This design comes from an exercise in tuning for small area and a short achievable clock period on the open sky130 flow, not from production work. RTL that was checked went through simulation tests only; none was proved equivalent to the original.

==> pepper <==
Design top_FPU, start of the top module:
module top_FPU ( clk, rst, operation, a_fpn, b_fpn, out );
  input  logic        clk;
  input  logic        rst;
  input  logic [1:0]  operation;
  input  logic [31:0] a_fpn;
  input  logic [31:0] b_fpn;
  output logic [31:0] out;
  logic        sa, sb, ha, hb;
  logic [7:0]  ea, eb;
  logic [22:0] ma, mb;
  logic [23:0] Ma, Mb;
  assign sa = a_fpn[31];    assign sb = b_fpn[31];
  assign ea = a_fpn[30:23]; assign eb = b_fpn[30:23];
  assign ma = a_fpn[22:0];  assign mb = b_fpn[22:0];
  assign ha = |ea;          assign hb = |eb;
  assign Ma = {ha, ma};     assign Mb = {hb, mb};
  logic op_add, op_sub, op_mul, op_div;
  assign op_add = (operation == 2'd0);
  assign op_sub = (operation == 2'd1);
  assign op_mul = (operation == 2'd2);
  assign op_div = (operation == 2'd3);
  logic zero_a, zero_b, inf_a, inf_b, nan_a, nan_b;
  assign zero_a = (a_fpn[30:0] == 31'd0);
  assign zero_b = (b_fpn[30:0] == 31'd0);
  assign inf_a  = (ea == 8'd255) && (ma == 23'd0);
  assign inf_b  = (eb == 8'd255) && (mb == 23'd0);
  assign nan_a  = (ea == 8'd255) && (ma != 23'd0);
  assign nan_b  = (eb == 8'd255) && (mb != 23'd0);
  logic a_lt_b, mag_eq, e_lt, e_eq, flag, m_eq;
  assign e_lt   = (ea < eb);
  assign e_eq   = (ea == eb);
  assign flag   = (ma < mb);
  assign m_eq   = (ma == mb);
  assign a_lt_b = e_lt | (e_eq & flag);      
  assign mag_eq = e_eq & m_eq;               
  logic [7:0] d;    
  assign d = e_lt ? (eb - ea) : (ea - eb);
  ...
clock: 1000.0 ns
lec_check: 0
abc_area: 1
abc_clock_period_in_ps: 1000000
cap_margin: 20
core_margin: 2
core_utilization: 65
gpl_routability_driven: 0
gpl_timing_driven: 0
slew_margin: 20
standard.sh (not shown) runs the stock make flow with config.mk's settings and CLKGATE_MAP_FILE= SYNTH_SCRIPT=/design/flow/synth_recipe.tcl, a recipe that flattens the netlist after the stock synthesis.
==> flow/flow/run.sh <==
#!/bin/bash
set -euo pipefail
here=$(cd "$(dirname "${BASH_SOURCE[0]}")" && pwd)
work=$(cd "$here/.." && pwd)
cd "$work"
bash "$work/standard.sh" "SYNTH_CANONICALIZE_TCL=$here/canon.tcl" synth > "$work/synth.log" 2>&1
bash "$work/standard.sh" > "$work/layout.log" 2>&1
Other scripts of this flow, unchanged in this note and not shown: flow/flow/canon.tcl, flow/flow/cells.v
==> inputs of quartz, as changes to pepper <==
CORE_UTILIZATION = 45   (was 65)
==> comparison table <==
| metric | quartz | pepper |
|---|---|---|
| Floorplan core area | 116000 sq um | 80000 sq um |
| Via count of the first global-routing pass | 50100 | 50500 |
| Final critical-path share of the clock period | 0.294 | 0.293 |
| Met3 Routed Length | 19200 um | 23400 um |
| Overall global routing resource usage | 0.340 | 0.456 |
| Die H | 345 um | 288 um |
| Buffers & Inverters on Critical Path | 25 | 19 |
| Number of non-clock buffers | 419 | 415 |
| Fraction of layout cells with a size suffix above 1 | 0.0725 | 0.0718 |
| Sequential fraction of total cell area | 0.0114 | 0.0116 |
| Met1 GRT Util | 0.468 | 0.573 |
| Starting Density | 0.452 | 0.653 |
| Number of diodes | 5 | 6 |
| Total placed instance area | 55900 sq um | 55100 sq um |
| Routed met1 length | 80000 um | 66300 um |
| Result of the run | complete, no violations | complete, no violations |
| Layout Nets | 7536 | 7532 |
| Post-layout instance count excluding filler cells | 7553 | 7086 |
| Layout Utilization | 0.484 | 0.690 |
| Met2 track utilization from global routing | 0.508 | 0.695 |
| Worst-Margin Slew | 1190 ps | 1140 ps |

========
==> 01-23 <==
top_FPU, a different RTL version from the one above (not shown whole).
clock: 1000.0 ns
lec_check: 0
abc_area: 0
abc_clock_period_in_ps: 1000000
cap_margin: 20
core_margin: 2
core_utilization: 55
gpl_routability_driven: 0
gpl_timing_driven: 0
slew_margin: 20
synth_hierarchical: 1
run.sh (not shown) runs the stock make flow with config.mk's settings and CLKGATE_MAP_FILE= SYNTH_SCRIPT=/design/flow/synth_recipe.tcl, a recipe that flattens the netlist after the stock synthesis.
Stock flow here: none of the scripts above is used.
==> 05-05: changes against 01-23 <==
--- a/flow/design.v
+++ b/flow/design.v
@@ -91,39 +91,29 @@
     end else if (sum[24]) begin
       res_as = {sign_as, e_big + 8'd1, sum[23:1]};
     end else if ((e_big >= 8'd127) && ((e_big - 8'd127) < {3'd0, zu})) begin
       res_as = {sign_as, 31'd0};
     end else begin
       res_as = {sign_as, e_big - {3'd0, zu}, Un[22:0]};
     end
   end
-  logic [5:0] t;
-  always_comb begin
-    case (d)
-      8'd24: t = 6'd3;
-      8'd25: t = 6'd6;
-      8'd26: t = 6'd9;
-      8'd27: t = 6'd12;
-      8'd28: t = 6'd15;
-      8'd29: t = 6'd18;
-      default: t = 6'd0;
-    endcase
-  end
-  logic [5:0] mclr;
-  assign mclr = {1'b0, zb} + t;
-  logic [23:0] N0, Nd;
-  assign N0 = Mb << zb;      
+  logic [23:0] Mbm, Nd;
   generate
-    for (gi = 0; gi < 24; gi = gi + 1) begin : g_nd
-      assign Nd[gi] = N0[gi] & (mclr <= gi);
+    for (gi = 0; gi < 24; gi = gi + 1) begin : g_mbm
+      if (gi < 18) begin : g_clr
+        assign Mbm[gi] = Mb[gi] & (d < 8'd24 + gi / 3);
+      end else begin : g_keep
+        assign Mbm[gi] = Mb[gi];
+      end
     end
   endgenerate
+  assign Nd = Mbm << zb;     
   logic bz;    
-  assign bz = (mclr >= 6'd24);
+  assign bz = (Mbm == 24'd0);
   logic [23:0] Np;    
   assign Np  = op_mul ? Ma : Nd;
   logic mul_n;
   assign mul_n = ~op_mul;
   logic [23:0] Np_g0, Np_g1, Npb_g0, Npb_g1;
   logic op_mul_g0, op_mul_g1;
   hd_buf_4 u_om0 (.A(op_mul), .X(op_mul_g0));
   hd_buf_4 u_om1 (.A(op_mul), .X(op_mul_g1));
==> out/qor.yml <==
outcome: "complete, no violations"
multi_input_area_share_pct: 89.8
min_to: "out[21]$_SDFF_PP0_"
post-route-util_pct: 58.4
grt_antenna_before_repair: 7
buffers: 377
fmax_mhz: 3.44
(the above is from 05-05)
==> out/qor.yml <==
outcome: "complete, no violations"
grt_antenna_before_repair: 4
hp-start: "a_fpn[31]"
period_share_pct: 29.3
ys_types: 99
post-route-util_pct: 58.5
fmax_mhz: 3.41
yosys_warnings: 7
buffers: 381
wl_met3_um: 30700
hold_path_depth: 4
(the above is from 01-23)
No functional check of the RTL was part of any run of this note.

separate check: timing with driven ports:
The flow's constraints put no driver on any port. The routed layouts listed below were extracted and timed again, unchanged, in two steps. Step 1 assumes that a clkbuf_16 drives the clock port and a buf_2 every other input. Step 2 moves the port delays by t, midway between the first and last clock arrival at a register: inputs arrive t later, outputs are due t later. That takes back most of the time a late clock gives input paths. a / b / c = ideal ports / drivers / drivers and shift; a / b = the first two.
run	shift t [ns]	slack for setup (ns)	latest minus earliest clock arrival (ns)	pins driven straight from the clock port
pepper	0.319	707.046 / 707.050 / 706.731	0.005 / 0.005	1
quartz	0.298	705.968 / 705.968 / 705.670	0.002 / 0.002	1
01-23	0.324	706.518 / 706.532 / 706.209	0.007 / 0.007	1
05-05	0.302	708.978 / 708.985 / 708.683	0.002 / 0.002	1
After both steps setup and hold are still met in every run listed. The setup slack of pepper, which loses most, moves by +0.004 ns with the drivers and by -0.315 ns with both steps.
